This is an optimization exercise on Yosys and OpenROAD, whose aim is small area, not a production implementation.
Where RTL was checked, it was by simulation tests only, not by an equivalence proof against the original.
No driver is modelled on the clock port, so clocking that relies on it looks cheaper here than on a real chip.
Power figures rest on the tool's default switching activity, not on a simulated workload.

JK:
==> module display, before the edit <==
module display (clk, rst, tick, metronome_clk, state, combo_enable, a0, a1, a2, a3,
    s_th, s_h, s_t, s_u, c_th, c_h, c_t, c_u, seg, an);
input clk, rst, tick, metronome_clk, combo_enable;
input [1:0] state;
input [3:0] a0, a1, a2, a3;
input [4:0] s_th, c_th;
input [3:0] s_h, s_t, s_u, c_h, c_t, c_u;
output reg [6:0] seg;
output [3:0] an;
reg [1:0] PosClockReg;
reg isPosClock;
always @(posedge clk)
    if (rst) begin
        PosClockReg <= 0; isPosClock <= 0;
    end else if (tick) begin
        PosClockReg <= {metronome_clk, PosClockReg[1]};
        isPosClock <= ~PosClockReg[0] & PosClockReg[1];
    end
reg [4:0] tmpx;
reg [3:0] tmpy, tmpz, tmpq;
reg ty_arrow;
reg [1:0] DisReg;
reg ticked;
wire [4:0] th = combo_enable ? c_th : s_th;
wire [3:0] h = combo_enable ? c_h : s_h;
wire [3:0] t = combo_enable ? c_t : s_t;
wire [3:0] u = combo_enable ? c_u : s_u;
wire load_p = tick & (state == 2'd1);
wire load_a = tick & (state == 2'd0) & isPosClock;
wire hold = ~(load_p | load_a);
wire [4:0] x_p = {th[4], th[3] | th[4], th[2:1], th[0] | th[4]};    
always @(posedge clk)
    if (rst) begin
        DisReg <= 0; ticked <= 0;
        tmpx <= 5'b10000; tmpy <= 4'b0000; tmpz <= 4'b0000; tmpq <= 4'b0000; ty_arrow <= 1'b1;
    end else begin
        tmpx <= ({5{load_p}} & x_p) | ({5{load_a}} & {1'b1, a0}) | ({5{hold}} & tmpx);
        tmpy <= ({4{load_p}} & h) | ({4{load_a}} & a1) | ({4{hold}} & tmpy);
        tmpz <= ({4{load_p}} & t) | ({4{load_a}} & a2) | ({4{hold}} & tmpz);
        tmpq <= ({4{load_p}} & u) | ({4{load_a}} & a3) | ({4{hold}} & tmpq);
        ty_arrow <= load_a | (hold & ty_arrow);
        if (tick) begin
            DisReg <= DisReg + 2'd1;
            ticked <= 1;
        end
    end
assign an = ticked ? ~(4'b1000 >> DisReg) : 4'b1111;
reg [4:0] num;
always @*
    case (DisReg)
        2'd0: num = tmpx;
        2'd1: num = {ty_arrow, tmpy};
        2'd2: num = {ty_arrow, tmpz};
        default: num = {ty_arrow, tmpq};
    endcase
always @*
    if (num[4])
        seg = {1'b1, ~num[1], ~num[1], ~num[2], ~num[0], ~num[0], ~num[3]};
    else
        case (num[3:0])
            4'd0: seg = 7'b1000000;
            4'd1: seg = 7'b1111001;
            4'd2: seg = 7'b0100100;
            4'd3: seg = 7'b0110000;
            4'd4: seg = 7'b0011001;
            4'd5: seg = 7'b0010010;
            4'd6: seg = 7'b0000010;
            4'd7: seg = 7'b1111000;
            4'd8: seg = 7'b0000000;
            4'd9: seg = 7'b0011000;
            4'd10: seg = 7'b1111110;    
            4'd11: seg = 7'b1110111;
            4'd12: seg = 7'b1001111;
            4'd13: seg = 7'b1111001;
            4'd14: seg = 7'b1110110;
            default: seg = 7'b1001110;
        endcase
endmodule
==> module music, before the edit <==
module music(
    input clk,
    input rst,
    output reg speaker
);
reg [9:0] prescale;
reg [11:0] tone;               
wire wrap = prescale == 10'h200;
wire prescale_fb = prescale[9] ^ prescale[6] ^ (prescale[8:0] == 9'd0);
function [11:0] inc12;
    input [11:0] x; input ci;
    integer j; reg c;
    begin
        c = ci;
        for (j = 0; j < 12; j = j + 1) begin
            inc12[j] = x[j] ^ c;
            c = c & x[j];
        end
    end
endfunction
always @(posedge clk) begin
    prescale <= rst ? 10'h001 : {prescale[8:0], prescale_fb};
    tone <= rst ? 12'd0 : inc12(tone, wrap);
end
wire [2:0] rom_code;
music_ROM get_fullnote(.address(tone[11:4]), .code(rom_code));
reg [2:0] note_code;           
always @(posedge clk)
    note_code <= rst ? 3'd0 : rom_code;
wire [9:0] note_reload;
wire [8:0] octave_reload;
divide_by12 get_divider(.code(note_code), .note_reload(note_reload), .octave_reload(octave_reload));
reg [9:0] counter_note;        
reg [8:0] counter_octave;      
wire note_zero = counter_note == 10'h02f;
wire octave_zero = counter_octave == 9'h1c4;
always @(posedge clk) begin
    counter_note <= rst ? 10'h02f : ({10{note_zero}} & note_reload)
                  | ({10{~note_zero}} & {counter_note[8:0], counter_note[9] ^ counter_note[6]});
    counter_octave <= rst ? 9'h1c4 : !note_zero ? counter_octave : octave_zero ? octave_reload
                    : {counter_octave[7:0], counter_octave[8] ^ counter_octave[4]};
    speaker <= rst ? 1'b0 : speaker ^ (note_zero & octave_zero & (note_code != 3'd0) & (tone[3:0] != 4'd0));
end
endmodule
export LEC_CHECK = 0
export ABC_AREA = 1
export CAP_MARGIN = 20
export CORE_MARGIN = 2
export CORE_UTILIZATION = 40
export CTS_BUF_LIST = sky130_fd_sc_hd__clkbuf_8
export SLEW_MARGIN = 20
create_clock -name core_clock -period 150.0 [get_ports {clk}]
standard.sh (not shown) runs the stock make flow with config.mk's settings and CLKGATE_MAP_FILE= SYNTH_SCRIPT=/design/flow/synth_recipe.tcl, a recipe that flattens the netlist after the stock synthesis.
==> flow/flow/run.sh <==
#!/bin/bash
# Own flow: the standard synthesis, then the logic (not the flip-flops, which keep their
# names and cell types) mapped again with a stronger ABC area script (deep synthesis, then
# mapping with two rounds of don't-care resynthesis; eight random seeds, the smallest result
# kept), then the standard layout from floorplan to finish with these changes: the
# smallest buffer (buf_1) on each port, one tie cell for the constant outputs, no buffers kept
# from timing-driven global placement, leaf clock buffers downsized where the clock-pin slew
# allows (flow/post_cts.tcl), and the clock tree built from clkbuf_8 without dummy loads.
# Each tool's output goes to a log file in the work folder.
set -euo pipefail
W=$PWD
R=$W/orfs/results/$FLOW_PLATFORM/main/base
YOSYS=$FLOW_HOME/../tools/install/yosys/bin/yosys
LIB=$FLOW_HOME/platforms/sky130hd/lib/sky130_fd_sc_hd__tt_025C_1v80.lib

bash standard.sh synth > synth.log 2>&1
cp "$R/1_2_yosys.v" std.v
sed "s#@LIB@#$LIB#g" flow/remap1.ys > remap1.ys
"$YOSYS" -s remap1.ys > remap1.log 2>&1

for B in 0 4; do
    for S in $((B + 1)) $((B + 2)) $((B + 3)) $((B + 4)); do
        sed "s#@SEED@#$S#g" flow/remap.abc > remap_$S.abc
        sed "s#@LIB@#$LIB#g; s#@WORK@#$W#g; s#@SEED@#$S#g" flow/remap2.ys > remap2_$S.ys
        ( "$YOSYS" -s remap2_$S.ys > remap2_$S.log 2>&1 || true ) &
    done
    wait
done
best=""; best_area=""
for S in 1 2 3 4 5 6 7 8; do
    [[ -s new_$S.v && -s remap_$S.stat ]] || continue
    a=$(awk '/Chip area/ {print $NF}' remap_$S.stat)
    if [[ -z "$best" ]] || awk -v a="$a" -v b="$best_area" 'BEGIN {exit !(a < b)}'; then
        best=$S; best_area=$a
    fi
done
[[ -n "$best" ]]
echo "remap: seed $best, area $best_area" > remap_choice.log
cp new_$best.v "$R/1_2_yosys.v"
rm -f "$R/1_synth.odb" "$R/1_synth.sdc"
bash standard.sh finish "POST_CTS_TCL=$W/flow/post_cts.tcl" "SKIP_REPAIR_TIE_FANOUT=1" "GPL_KEEP_OVERFLOW=0" "BUFFER_PORTS_ARGS=-buffer_cell sky130_fd_sc_hd__buf_1" \
    "CTS_ARGS=-sink_clustering_enable -repair_clock_nets -buf_list sky130_fd_sc_hd__clkbuf_8 -dont_use_dummy_load" \
    > finish.log 2>&1
Other scripts of this flow, unchanged in this note and not shown: flow/flow/post_cts.tcl, flow/flow/remap.abc, flow/flow/remap1.ys, flow/flow/remap2.ys
> inputs changed (JK -> PW)
diff --git a/flow/design.v b/flow/design.v
--- a/flow/design.v
+++ b/flow/design.v
@@ -302,22 +302,17 @@
 wire [3:0] t = combo_enable ? c_t : s_t;
 wire [3:0] u = combo_enable ? c_u : s_u;
-wire load_p = tick & (state == 2'd1);
-wire load_a = tick & (state == 2'd0) & isPosClock;
-wire hold = ~(load_p | load_a);
-wire [4:0] x_p = {th[4], th[3] | th[4], th[2:1], th[0] | th[4]};    
 always @(posedge clk)
     if (rst) begin
         DisReg <= 0; ticked <= 0;
         tmpx <= 5'b10000; tmpy <= 4'b0000; tmpz <= 4'b0000; tmpq <= 4'b0000; ty_arrow <= 1'b1;
-    end else begin
-        tmpx <= ({5{load_p}} & x_p) | ({5{load_a}} & {1'b1, a0}) | ({5{hold}} & tmpx);
-        tmpy <= ({4{load_p}} & h) | ({4{load_a}} & a1) | ({4{hold}} & tmpy);
-        tmpz <= ({4{load_p}} & t) | ({4{load_a}} & a2) | ({4{hold}} & tmpz);
-        tmpq <= ({4{load_p}} & u) | ({4{load_a}} & a3) | ({4{hold}} & tmpq);
-        ty_arrow <= load_a | (hold & ty_arrow);
-        if (tick) begin
-            DisReg <= DisReg + 2'd1;
-            ticked <= 1;
+    end else if (tick) begin
+        if (state == 2'd1) begin
+            tmpx <= {th[4], th[3] | th[4], th[2:1], th[0] | th[4]};
+            tmpy <= h; tmpz <= t; tmpq <= u; ty_arrow <= 1'b0;
+        end else if (state == 2'd0 && isPosClock) begin
+            tmpx <= {1'b1, a0}; tmpy <= a1; tmpz <= a2; tmpq <= a3; ty_arrow <= 1'b1;
         end
+        DisReg <= DisReg + 2'd1;
+        ticked <= 1;
     end
 assign an = ticked ? ~(4'b1000 >> DisReg) : 4'b1111;
@@ -429,6 +424,6 @@
 wire octave_zero = counter_octave == 9'h1c4;
 always @(posedge clk) begin
-    counter_note <= rst ? 10'h02f : ({10{note_zero}} & note_reload)
-                  | ({10{~note_zero}} & {counter_note[8:0], counter_note[9] ^ counter_note[6]});
+    counter_note <= rst ? 10'h02f : note_zero ? note_reload
+                  : {counter_note[8:0], counter_note[9] ^ counter_note[6]};
     counter_octave <= rst ? 9'h1c4 : !note_zero ? counter_octave : octave_zero ? octave_reload
                     : {counter_octave[7:0], counter_octave[8] ^ counter_octave[4]};
Findings:
PW went all the way through synthesis, placement and routing and the layout is clean on timing, DRC and antenna.
Relative to JK, global-route usage has increased by 0.19 points in PW.
The worst hold-check slack on PW is in line with that on JK.
Diff JK -> PW | met1 global-route usage | increase of 0.76 points
Sum of buffers and inverters on the critical path: PW vs JK down 2
Between PW and JK, the difference in switching share of power is negligible.
For JK, only the layout was checked, not whether the RTL still works.

==> port drivers added, routing unchanged <==
How much do the figures lean on ideal ports? The routed layouts below were timed once more, with nothing changed but the port constraints. Step 1 assumes that a clkbuf_16 drives the clock port and a buf_2 every other input. Step 2 also shifts input and output timing later by t, the mid clock arrival at the registers, as if the neighbouring blocks saw the same clock. Slacks: ideal ports / drivers / drivers and shift; pairs: ideal ports / drivers.
run	shift t [ns]	slack for setup (ns)	worst register clock-pin slew, ns	worst slew at a driven data input, ns	cell pins on the clock port's net
JK	0.474	116.931 / 116.891 / 117.001	0.10 / 0.10	0.03	1
PW	0.470	116.820 / 116.839 / 116.369	0.11 / 0.11	0.03	1
After both steps every run listed still meets setup and hold. For PW, which loses most, drivers alone change the setup slack by +0.019 ns; drivers and shift together by -0.451 ns.
